This is an optimization exercise on Yosys and OpenROAD, whose aim is small area and a short achievable clock period, not a production implementation. Function was checked by simulation only, so behaviour that the tests miss may differ from the original. No driver is modelled on the clock port, so clocking that relies on it looks cheaper here than on a real chip.

==> inputs of run M <==
## int8_mac_tree
module int8_mac_tree (
    input clk,  
    input reset,  
    input signed [7:0] in0,
    input signed [7:0] in1,
    input signed [7:0] in2,
    input signed [7:0] in3,
    input signed [7:0] in4,
    input signed [7:0] in5,
    input signed [7:0] in6,
    input signed [7:0] in7,
    input signed [7:0] in8,
    input signed [7:0] in9,
    input signed [7:0] in10,
    input signed [7:0] in11,
    input signed [7:0] in12,
    input signed [7:0] in13,
    input signed [7:0] in14,
    input signed [7:0] in15,
    output signed [31:0] out,
    output reg signed [15:0] prod0, prod1, prod2, prod3, prod4, prod5, prod6, prod7,
    output signed [17:0] sum_level2_0, sum_level2_1
);
    wire signed [15:0] p0, p1, p2, p3, p4, p5, p6, p7;
    multiplier_8bit mul0 (.A(in0),  .B(in1),  .P(p0));
    multiplier_8bit mul1 (.A(in2),  .B(in3),  .P(p1));
    multiplier_8bit mul2 (.A(in4),  .B(in5),  .P(p2));
    multiplier_8bit mul3 (.A(in6),  .B(in7),  .P(p3));
    multiplier_8bit mul4 (.A(in8),  .B(in9),  .P(p4));
    multiplier_8bit mul5 (.A(in10), .B(in11), .P(p5));
    multiplier_8bit mul6 (.A(in12), .B(in13), .P(p6));
    multiplier_8bit mul7 (.A(in14), .B(in15), .P(p7));
    always @(posedge clk or posedge reset) begin
        if (reset) begin
            prod0 <= 16'h0; prod1 <= 16'h0; prod2 <= 16'h0; prod3 <= 16'h0;
            prod4 <= 16'h0; prod5 <= 16'h0; prod6 <= 16'h0; prod7 <= 16'h0;
        end else begin
            prod0 <= p0; prod1 <= p1; prod2 <= p2; prod3 <= p3;
            prod4 <= p4; prod5 <= p5; prod6 <= p6; prod7 <= p7;
        end
    end
    adder_16bit sum0 (.A(prod0), .B(prod1), .C(prod2), .D(prod3), .S(sum_level2_0));
    adder_16bit sum1 (.A(prod4), .B(prod5), .C(prod6), .D(prod7), .S(sum_level2_1));
    reg signed [18:0] out_r;
    wire signed [18:0] out_sum;
    adder_18bit add_final (.A(sum_level2_0), .B(sum_level2_1), .S(out_sum));
    always @(posedge clk or posedge reset) begin
        if (reset)
            out_r <= 19'h0;
        else
            out_r <= out_sum;
    end
    assign out = out_r;
endmodule
==> flow/config.mk <==
export PLATFORM = sky130hd
export DESIGN_NAME = int8_mac_tree
export DESIGN_NICKNAME = int8_mac_tree
export VERILOG_FILES = /design/flow/design.v
export SDC_FILE = /design/flow/constraint.sdc
export NUM_CORES = 4
export LEC_CHECK = 0
export CAP_MARGIN = 20
export CORE_MARGIN = 2
export CORE_UTILIZATION = 72
export CTS_CLUSTER_DIAMETER = 100
export CTS_CLUSTER_SIZE = 30
export SLEW_MARGIN = 20
export SYNTH_HIERARCHICAL = 1
export SYNTH_MINIMUM_KEEP_SIZE = 0
==> flow/constraint.sdc <==
create_clock -name core_clock -period 12.0 [get_ports {clk}]
set_input_delay 2.4000 -clock core_clock [delete_from_list [all_inputs] [get_ports {clk}]]
set_output_delay 2.4000 -clock core_clock [all_outputs]
set_load 0.01 [all_outputs]
standard.sh (not shown) runs the stock make flow with config.mk's settings and CLKGATE_MAP_FILE= SYNTH_SCRIPT=/design/flow/synth_recipe.tcl, a recipe that flattens the netlist after the stock synthesis.
==> flow/flow/run.sh <==
#!/bin/bash
# Standard layout, with the port buffers made from a plain buffer cell
# instead of the delay buffer buffer_ports picks on its own, and timing
# repair aiming at a setup slack of 6.0 ns.
set -euo pipefail
export BUFFER_PORTS_ARGS="-buffer_cell sky130_fd_sc_hd__buf_1"
bash standard.sh SETUP_SLACK_MARGIN=6.0 finish > standard.log 2>&1
==> inputs of run R, as changes to run M <==
==> flow/flow/run.sh (replaced) <==
#!/bin/bash
# Standard layout with three changes:
# - the port buffers are made from a plain buffer cell instead of the delay
#   buffer buffer_ports picks on its own;
# - timing repair aims at a setup slack of 6.0 ns;
# - after CTS, flow/mycts.tcl rebuilds the clock tree with two levels of
#   clkbuf_16 (the clock port drives four of them), see that file.
set -euo pipefail
export BUFFER_PORTS_ARGS="-buffer_cell sky130_fd_sc_hd__buf_1"
export POST_CTS_TCL="$PWD/flow/mycts.tcl"
bash standard.sh SETUP_SLACK_MARGIN=6.0 finish > standard.log 2>&1
==> flow/flow/mycts.tcl (new file) <==
# Replace the clock tree that CTS built with a two-level tree: the clock port
# drives four clkbuf_16 buffers directly, each of them drives the leaf clkbuf_16
# buffers of its group, and each leaf buffer feeds the flip-flops of one cluster.
# Runs as the POST CTS step hook, inside ORFS cts.tcl.
set nleaf 8
if { [info exists ::env(MYCTS_LEAVES)] } { set nleaf $::env(MYCTS_LEAVES) }
set block [ord::get_db_block]
set db [ord::get_db]
set clknet [[$block findBTerm clk] getNet]
puts "mycts: clock port net [$clknet getName] with [llength [$clknet getITerms]] loads"
set bufmaster [$db findMaster sky130_fd_sc_hd__clkbuf_16]

# Walk the clock tree from the port: buffers to remove and the sinks they feed.
set sinks {}
set oldbufs {}
set oldnets {}
proc walk { net } {
  global sinks oldbufs oldnets
  foreach it [$net getITerms] {
    if { [$it isOutputSignal] } { continue }
    set inst [$it getInst]
    set m [[$inst getMaster] getName]
    if { [string match "sky130_fd_sc_hd__clkbuf_*" $m] || [string match "sky130_fd_sc_hd__buf_*" $m] } {
      lappend oldbufs $inst
      foreach ot [$inst getITerms] {
        if { [$ot isOutputSignal] && [$ot getNet] != "NULL" } {
          lappend oldnets [$ot getNet]
          walk [$ot getNet]
        }
      }
    } else {
      lappend sinks $it
    }
  }
}
walk $clknet
puts "mycts: [llength $oldbufs] clock buffers, [llength $sinks] sinks"
# Loads that drive nothing are CTS's dummy loads: removed with the tree.
set ffs {}
set dummies {}
foreach it $sinks {
  set inst [$it getInst]
  set m [[$inst getMaster] getName]
  if { [string match "sky130_fd_sc_hd__df*" $m] } {
    lappend ffs $it
    continue
  }
  foreach ot [$inst getITerms] {
    if { [$ot isOutputSignal] && [$ot getNet] != "NULL" } { error "mycts: unexpected clock sink $m" }
  }
  lappend dummies $inst
}
puts "mycts: [llength $ffs] flip-flops, [llength $dummies] dummy loads"
set sinks $ffs

# Sink locations (centre of the flip-flop).
set pts {}
foreach it $sinks {
  set bb [[$it getInst] getBBox]
  lappend pts [list [expr {([$bb xMin] + [$bb xMax]) / 2.0}] [expr {([$bb yMin] + [$bb yMax]) / 2.0}]]
}
proc kmeans { pts nk } {
  set n [llength $pts]
  set cx 0; set cy 0
  foreach p $pts { set cx [expr {$cx + [lindex $p 0]}]; set cy [expr {$cy + [lindex $p 1]}] }
  set cx [expr {$cx / $n}]; set cy [expr {$cy / $n}]
  set cent {}
  for {set k 0} {$k < $nk} {incr k} {
    set a [expr {2 * 3.14159265 * ($k + 0.5) / $nk}]
    lappend cent [list [expr {$cx + 30000 * cos($a)}] [expr {$cy + 30000 * sin($a)}]]
  }
  for {set iter 0} {$iter < 50} {incr iter} {
    set asg {}
    foreach p $pts {
      set best 0; set bd 1e30
      for {set k 0} {$k < $nk} {incr k} {
        set c [lindex $cent $k]
        set d [expr {abs([lindex $p 0] - [lindex $c 0]) + abs([lindex $p 1] - [lindex $c 1])}]
        if { $d < $bd } { set bd $d; set best $k }
      }
      lappend asg $best
    }
    set newc {}
    for {set k 0} {$k < $nk} {incr k} {
      set sx 0; set sy 0; set cnt 0
      foreach p $pts a $asg {
        if { $a == $k } { set sx [expr {$sx + [lindex $p 0]}]; set sy [expr {$sy + [lindex $p 1]}]; incr cnt }
      }
      if { $cnt > 0 } { lappend newc [list [expr {$sx / $cnt}] [expr {$sy / $cnt}]] } else { lappend newc [lindex $cent $k] }
    }
    set cent $newc
  }
  return [list $cent $asg]
}
lassign [kmeans $pts $nleaf] cent asg
set ntop 4
lassign [kmeans $cent $ntop] tcent tasg

# Remove the old tree.
foreach it $sinks { $it disconnect }
foreach inst $dummies { odb::dbInst_destroy $inst }
foreach inst $oldbufs { odb::dbInst_destroy $inst }
foreach net $oldnets { odb::dbNet_destroy $net }

# Build the new one: the port drives the top buffers, each top buffer drives
# the leaf buffers of its group, each leaf buffer drives its flip-flops.
proc mkbuf { name c innet } {
  global block bufmaster
  set inst [odb::dbInst_create $block $bufmaster $name]
  set net [odb::dbNet_create $block "net_$name"]
  $net setSigType CLOCK
  $inst setLocation [expr {int([lindex $c 0])}] [expr {int([lindex $c 1])}]
  $inst setPlacementStatus PLACED
  [$inst findITerm A] connect $innet
  [$inst findITerm X] connect $net
  return $net
}
set topnets {}
for {set t 0} {$t < $ntop} {incr t} {
  lappend topnets [mkbuf "clktop_$t" [lindex $tcent $t] $clknet]
}
for {set k 0} {$k < $nleaf} {incr k} {
  set net [mkbuf "clkleaf_$k" [lindex $cent $k] [lindex $topnets [lindex $tasg $k]]]
  set cnt 0
  foreach it $sinks a $asg {
    if { $a == $k } { $it connect $net; incr cnt }
  }
  puts "mycts: leaf $k (top [lindex $tasg $k]) drives $cnt sinks"
}
detailed_placement
estimate_parasitics -placement

# Timing repair with the new tree, as cts.tcl does after CTS.
repair_timing_helper
detailed_placement
check_placement -verbose
Settings changed: CTS_CLUSTER_DIAMETER 100 to not set, CTS_CLUSTER_SIZE 30 to not set.
==> impl_metrics.py <==
metrics = {
    "status": {
        "outcome": "finished clean",
    },
    "worst_setup_path": {
        "path_max_fanout": 9,
        "crit_arrival_ps": 3530,
    },
    "cells_and_area": {
        "largest_register_ffs": 19,
        "post-route-util_pct": 78.0,
    },
    "hold_path": {
        "hold_class": "flip-flop to flip-flop",
        "holdPathStages": 3,
    },
    "floorplanning": {
        "core_area_um2": 27900,
    },
    "global_route": {
        "use_met3_pct": 8.33,
        "track_usage_pct": 35.8,
    },
    "route": {
        "routed_wl_um": 50800,
    },
}
That was run M.
==> impl_metrics.py <==
metrics = {
    "status": {
        "outcome": "aborted with a tool error",
        "haltStage": "clock tree synthesis (4_1_cts)",
        "error_line": "Error: cts.tcl, 90 divide by zero",
    },
    "logic_synthesis": {
        "syn_area_um2": 20600,
        "synthCells": 1912,
        "synthAdderAreaFrac_pct": 45.5,
        "avgSynthCellArea_um2": 10.8,
    },
    "floorplanning": {
        "die_width_um": 173,
    },
    "placed_design": {
        "post-place-cells": 2437,
        "portBuffers": 325,
    },
}
That was run R.

==> afterwards: timing with drivers on the ports <==
The results above use ideal ports. As a check the final layout listed here was re-extracted and re-timed, cells and wires unchanged. Step 1, drivers: a clkbuf_16 drives clk and a buf_2 each remaining input, both assumed. Step 2 adds t to the input delays and takes it off the output delays; t is the mean of the earliest and latest rising clock arrival at the registers after step 1. Input paths then give back, and output paths get back, about the clock's delay inside the block. a / b / c = ideal / step 1 / step 2; a / b = the first two.
run: run M
t, ns: 0.480
setup WS [ns]: 6.071 / 6.017 / 5.739
clock arrival spread, ns: 0.012 / 0.012
After both steps setup and hold are still met in run M. For run M, drivers alone change the setup slack by -0.054 ns; drivers and shift together by -0.332 ns.
